Context: an optimization exercise on an open-source flow, tuned for small area and a short achievable clock period. The choices shown serve that exercise and are no tape-out recipe.
The RTL was checked by simulation tests, not by an equivalence proof against the original design.
The clock port is modelled as an ideal driver, which makes a skipped or thinned clock tree look cheaper than it is; a real chip needs a root buffer or a tree.
Power is estimated from default activity; no workload was simulated.

==> inputs of violet <==
Design matrix_alu, start of the top module:
module matrix_alu (
    input  wire         clk,
    input  wire         resetn,
    input  wire [31:0]  A,
    input  wire [31:0]  B,
    input  wire [1:0]   op,
    output wire [127:0] C
);
Settings: LEC_CHECK=0, CAP_MARGIN=20, CORE_MARGIN=2, CORE_UTILIZATION=65, SETUP_SLACK_MARGIN=1.0, SLEW_MARGIN=20, SYNTH_HIERARCHICAL=1, SYNTH_MINIMUM_KEEP_SIZE=0; clock period 6.5 ns.
standard.sh (not shown) runs the stock make flow with config.mk's settings and CLKGATE_MAP_FILE= SYNTH_SCRIPT=/design/flow/synth_recipe.tcl, a recipe that flattens the netlist after the stock synthesis.
==> flow/flow/run.sh <==
#!/bin/bash
# Own layout flow: the standard ORFS flow (standard synthesis unchanged),
# with small, fast port buffers (buf_1 instead of the default delay buffer),
# after CTS a one-level clock tree (flow/clock_tree.tcl), and clock nets
# routed on met3 and up.
set -euo pipefail
bash standard.sh BUFFER_PORTS_ARGS="-buffer_cell sky130_fd_sc_hd__buf_1" \
  POST_CTS_TCL="$PWD/flow/clock_tree.tcl" MIN_CLK_ROUTING_LAYER=met3 \
  finish > orfs_flow.log 2>&1
==> flow/flow/clock_tree.tcl <==
# POST_CTS hook: replace the clock tree that CTS built with a single level of
# buffers: the clock port drives NBUF clkbuf_16 cells, each placed at the
# centre of its group of registers and driving that group directly. Every
# register gets the same one-buffer clock path, so the tree adds less
# insertion delay than the two-level tree.
set nbuf 4
if { [info exists ::env(CLK_NBUF)] } { set nbuf $::env(CLK_NBUF) }
set levels 1
if { [info exists ::env(CLK_LEVELS)] } { set levels $::env(CLK_LEVELS) }
set block [ord::get_db_block]
set clk_port_net [[$block findBTerm clk] getNet]

# registers: every instance with a CLK pin
set sinks {}
foreach inst [$block getInsts] {
  set it [$inst findITerm CLK]
  if { $it != "NULL" && $it != "" } { lappend sinks $it }
}
# old tree: clock nets other than the port net, and the cells driving them
set old_insts {}
set old_nets {}
foreach net [$block getNets] {
  if { [$net getSigType] != "CLOCK" } { continue }
  if { $net == $clk_port_net } { continue }
  lappend old_nets $net
}
foreach net $old_nets {
  foreach it [$net getITerms] {
    set inst [$it getInst]
    if { [[$inst getMaster] getName] ne "" && [$inst findITerm CLK] == "NULL" } {
      if { [lsearch $old_insts $inst] < 0 } { lappend old_insts $inst }
    }
  }
}
foreach it [$clk_port_net getITerms] {
  set inst [$it getInst]
  if { [$inst findITerm CLK] == "NULL" && [lsearch $old_insts $inst] < 0 } { lappend old_insts $inst }
}
puts "clock_tree: [llength $sinks] registers, removing [llength $old_insts] cells and [llength $old_nets] nets"
foreach it $sinks { $it disconnect }
foreach inst $old_insts { odb::dbInst_destroy $inst }
foreach net $old_nets { odb::dbNet_destroy $net }

# group registers by x into nbuf equal slices, sorted by x then y
set pts {}
foreach it $sinks {
  set bb [[$it getInst] getBBox]
  lappend pts [list [expr {([$bb xMin] + [$bb xMax]) / 2}] [expr {([$bb yMin] + [$bb yMax]) / 2}] $it]
}
# recursive bisection: split each group in half along its wider side
proc split_groups { pts parts } {
  if { $parts <= 1 } { return [list $pts] }
  set xs {}; set ys {}
  foreach p $pts { lappend xs [lindex $p 0]; lappend ys [lindex $p 1] }
  set xs [lsort -integer $xs]; set ys [lsort -integer $ys]
  set dx [expr { [lindex $xs end] - [lindex $xs 0] }]
  set dy [expr { [lindex $ys end] - [lindex $ys 0] }]
  set idx [expr { $dx >= $dy ? 0 : 1 }]
  set pts [lsort -integer -index $idx $pts]
  set h [expr { [llength $pts] / 2 }]
  set k [expr { $parts / 2 }]
  return [concat [split_groups [lrange $pts 0 [expr {$h - 1}]] $k] \
                 [split_groups [lrange $pts $h end] $k]]
}
set groups [split_groups $pts $nbuf]
set master [[ord::get_db] findMaster sky130_fd_sc_hd__clkbuf_16]
# nleaf groups of registers, each driven by a leaf buffer at its centre;
# with two levels, the port drives nbuf buffers that each drive
# nleaf/nbuf leaf buffers
set nleaf [expr { $nbuf * $levels }]
set groups [split_groups $pts $nleaf]
set leaves {}
set g 0
foreach grp $groups {
  set sx 0; set sy 0
  foreach p $grp { incr sx [lindex $p 0]; incr sy [lindex $p 1] }
  set cx [expr { $sx / [llength $grp] }]
  set cy [expr { $sy / [llength $grp] }]
  set inst [odb::dbInst_create $block $master clkbuf_leaf_$g]
  $inst setLocation $cx $cy
  $inst setPlacementStatus PLACED
  set net [odb::dbNet_create $block clknet_leaf_$g]
  $net setSigType CLOCK
  [$inst findITerm X] connect $net
  foreach p $grp { [lindex $p 2] connect $net }
  lappend leaves [list $cx $cy $inst]
  incr g
}
if { $levels == 1 } {
  foreach l $leaves { [[lindex $l 2] findITerm A] connect $clk_port_net }
} else {
  set g 0
  foreach grp [split_groups $leaves $nbuf] {
    set sx 0; set sy 0
    foreach p $grp { incr sx [lindex $p 0]; incr sy [lindex $p 1] }
    set inst [odb::dbInst_create $block $master clkbuf_root_$g]
    $inst setLocation [expr { $sx / [llength $grp] }] [expr { $sy / [llength $grp] }]
    $inst setPlacementStatus PLACED
    set net [odb::dbNet_create $block clknet_root_$g]
    $net setSigType CLOCK
    [$inst findITerm A] connect $clk_port_net
    [$inst findITerm X] connect $net
    foreach p $grp { [[lindex $p 2] findITerm A] connect $net }
    incr g
  }
}
detailed_placement
check_placement -verbose
estimate_parasitics -placement
global_connect
report_clock_skew
report_worst_slack
report_check_types -max_slew -max_capacitance
==> garnet (differences from violet) <==
==> flow/flow/run.sh (replaced) <==
#!/bin/bash
# Own layout flow: the standard ORFS flow (standard synthesis unchanged),
# with small, fast port buffers (buf_2 instead of the default delay buffer).
set -euo pipefail
bash standard.sh BUFFER_PORTS_ARGS="-buffer_cell sky130_fd_sc_hd__buf_2" finish > orfs_flow.log 2>&1
Settings changed: CORE_UTILIZATION 65 to 40.
removed: flow/flow/clock_tree.tcl
==> flow_metrics.py <==
metrics = {
    "worst_setup_path": {
        "critical_path_depth": 11,
        "crit_chain": "o21ai_0 -> fa_1 -> or2_1 -> fa_1 -> o21ai_1 -> xor2_1 -> and4_1 -> a221o_1 -> a22o_1 -> xor2_1 -> buf_2",
        "path_buf_inv": 1,
    },
    "sta": {
        "max_freq_mhz": 183.2,
        "worst_slew_pin_slew_ns": 0.8678,
    },
    "route": {
        "wl_per_cell_um": 24.17,
        "dr_wl_met3_um": 6282,
        "dr_wl_met2_um": 25130,
    },
    "die": {
        "core_area_mm2": 0.03429,
        "fp.dieH_um": 189.9,
    },
    "pwr": {
        "p_int_w": 0.002174,
    },
    "status": {
        "status": "no timing/DRC/antenna violations",
    },
    "layout": {
        "layout.cells.non_filler": 2383,
    },
}
That was garnet.
==> flow_metrics.py <==
metrics = {
    "sta": {
        "max_freq_mhz": 184.3,
        "worst_slew_pin_slew_ns": 1.026,
    },
    "route": {
        "wl_per_cell_um": 24.36,
        "dr_wl_met3_um": 8219,
    },
    "layout": {
        "layout.cells.non_filler": 2178,
    },
    "worst_setup_path": {
        "critical_path_depth": 13,
        "crit_chain": "a21oi_1 -> or2_1 -> fa_1 -> or2_1 -> fa_1 -> a2bb2oi_1 -> inv_1 -> xor2_1 -> o21ai_0 -> a22oi_2 -> a22o_1 -> xor2_1 -> buf_1",
        "path_buf_inv": 2,
    },
    "status": {
        "status": "no timing/DRC/antenna violations",
    },
}
That was violet.
The clock cells of violet come from the design's own scripts or RTL, not from TritonCTS.

---

==> job 7248: inputs <==
Another version of the RTL of matrix_alu (not shown whole).
Settings: LEC_CHECK=0, CAP_MARGIN=20, CORE_MARGIN=2, CORE_UTILIZATION=40, SETUP_SLACK_MARGIN=1.6, SLEW_MARGIN=20, SYNTH_HIERARCHICAL=1, SYNTH_MINIMUM_KEEP_SIZE=0; clock period 6.5 ns.
==> flow/flow/run.sh <==
#!/bin/bash
# Own layout flow: the standard ORFS flow (standard synthesis unchanged),
# with small, fast port buffers (buf_2 instead of the default delay buffer).
set -euo pipefail
bash standard.sh BUFFER_PORTS_ARGS="-buffer_cell sky130_fd_sc_hd__buf_2" finish > orfs_flow.log 2>&1
==> job 751 (differences from job 7248) <==
--- a/flow/design.v
+++ b/flow/design.v
@@ -2019,40 +2019,40 @@
     assign m33_x381 = m33_x379 ^ m33_x380;
     wire m33_x382;
     assign m33_x382 = m33_x381 ^ m33_c374;
     wire m33_x383;
     assign m33_x383 = m33_x382 ^ m33_c376;
     wire m33_x384;
     assign m33_x384 = m33_x383 ^ m33_k378;
     wire [7:0] p33 = {~m33_x384, ~m33_h377, ~m33_s371, ~m33_h367, ~m33_s363, ~m33_h361, ~m33_pp0_1, ~m33_pp0_0};
-    wire [7:0] mm0 = p00 + p12;
-    wire [7:0] mm1 = p01 + p13;
-    wire [7:0] mm2 = p20 + p32;
-    wire [7:0] mm3 = p21 + p33;
     assign C[127:120] = {8{kro_q}} & p00;
     assign C[119:112] = {8{kro_q}} & p01;
     assign C[111:104] = {8{kro_q}} & p10;
     assign C[103:96] = {8{kro_q}} & p11;
     assign C[95:88] = {8{kro_q}} & p02;
     assign C[87:80] = {8{kro_q}} & p03;
     assign C[79:72] = {8{kro_q}} & p12;
     assign C[71:64] = {8{kro_q}} & p13;
     assign C[63:56] = {8{kro_q}} & p20;
     assign C[55:48] = {8{kro_q}} & p21;
     assign C[47:40] = {8{kro_q}} & p30;
     assign C[39:32] = {8{kro_q}} & p31;
-    wire [7:0] s0 = a0 + b0 + {7'd0, sub_q};
-    assign C[31:24] = ({8{as_q}} & s0) | ({8{mul_q}} & mm0) | ({8{kro_q}} & p22);
-    wire [7:0] s1 = a1 + b1 + {7'd0, sub_q};
-    assign C[23:16] = ({8{as_q}} & s1) | ({8{mul_q}} & mm1) | ({8{kro_q}} & p23);
-    wire [7:0] s2 = a2 + b2 + {7'd0, sub_q};
-    assign C[15:8] = ({8{as_q}} & s2) | ({8{mul_q}} & mm2) | ({8{kro_q}} & p32);
-    wire [7:0] s3 = a3 + b3 + {7'd0, sub_q};
-    assign C[7:0] = ({8{as_q}} & s3) | ({8{mul_q}} & mm3) | ({8{kro_q}} & p33);
+    wire [7:0] x0 = ({8{mul_q}} & p00) | ({8{as_q}} & a0);
+    wire [7:0] y0 = ({8{mul_q}} & p12) | ({8{kro_q}} & p22) | ({8{as_q}} & b0);
+    assign C[31:24] = x0 + y0 + {7'd0, sub_q};
+    wire [7:0] x1 = ({8{mul_q}} & p01) | ({8{as_q}} & a1);
+    wire [7:0] y1 = ({8{mul_q}} & p13) | ({8{kro_q}} & p23) | ({8{as_q}} & b1);
+    assign C[23:16] = x1 + y1 + {7'd0, sub_q};
+    wire [7:0] x2 = ({8{mul_q}} & p20) | ({8{as_q}} & a2);
+    wire [7:0] y2 = ({8{mul_q | kro_q}} & p32) | ({8{as_q}} & b2);
+    assign C[15:8] = x2 + y2 + {7'd0, sub_q};
+    wire [7:0] x3 = ({8{mul_q}} & p21) | ({8{as_q}} & a3);
+    wire [7:0] y3 = ({8{mul_q | kro_q}} & p33) | ({8{as_q}} & b3);
+    assign C[7:0] = x3 + y3 + {7'd0, sub_q};
 endmodule
 module fa (input wire a, input wire b, input wire ci, output wire s, output wire co);
     assign s  = a ^ b ^ ci;
     assign co = (a & b) | (ci & (a ^ b));
 endmodule
 module ha (input wire a, input wire b, output wire s, output wire co);
     assign s  = a ^ b;
     assign co = a & b;
Settings changed: SETUP_SLACK_MARGIN 1.6 to 1.0.
==> comparison table <==
item                                                                          job 751                 job 7248
Result of the run                                             complete, no violations  complete, no violations
Core area                                                                  0.0345 mm²               0.0365 mm²
Share of power burned in the clock network                                      13.1%                    11.2%
Maximum number of pins on one net before global-route repair                       71                       66
Via count                                                                       15200                    16200
Power drawn by the combinational cells                                      0.00269 W                0.00395 W
Fraction of area in registers                                                   14.4%                    13.1%
Highest routing layer actually used                                              met5                     met4
Fin nets                                                                         2178                     2389
Cell-internal power                                                         0.00228 W                0.00291 W
Vert. Die Dim                                                                  191 µm                   196 µm
Worst hold slack                                                             0.747 ns                 0.729 ns
Die ar.                                                                    0.0364 mm²               0.0385 mm²
Wirelength per Cell                                                           25.2 µm                  25.9 µm
Multi-input gate share of the layout cell area                                  66.9%                    65.9%
CTS-repair resized insts                                                           68                      200
Die width                                                                      191 µm                   196 µm
Std-Cell Rows                                                                      68                       70
Clk. pwr                                                                   0.000562 W               0.000620 W
Xor/xnor cell area share of the yosys netlist                                   12.4%                    13.4%

## static timing again, ports no longer ideal
Ports are ideal in the flow. The routed layouts listed here were re-timed in OpenROAD.
Step 1 (the two cells are an assumption about what drives the block):
set clk [get_ports {clk}]
set_driving_cell -lib_cell sky130_fd_sc_hd__clkbuf_16 $clk
set_driving_cell -lib_cell sky130_fd_sc_hd__buf_2 [delete_from_list [all_inputs] $clk]
Step 2 moves the port delays by t, midway between the first and last clock arrival at a register: inputs arrive t later, outputs are due t later. That takes back most of the time a late clock gives input paths.
Three values: no drivers, after step 1, after step 2; two values: the first two.
run | t, ns | setup slack, ns | worst setup path after step 2 | worst slew at a driven data input, ns | cell pins on the clock port's net
violet | 0.270 | 1.073 / 0.974 / 1.244 | register to output | 0.04 | 4
garnet | 0.427 | 1.040 / 0.988 / 1.416 | register to output | 0.06 | 1
job 7248 | 0.407 | 1.202 / 1.155 / 1.563 | register to output | 0.06 | 1
job 751 | 0.392 | 0.995 / 0.949 / 1.341 | register to output | 0.08 | 1
After both steps setup and hold are still met in every run listed.
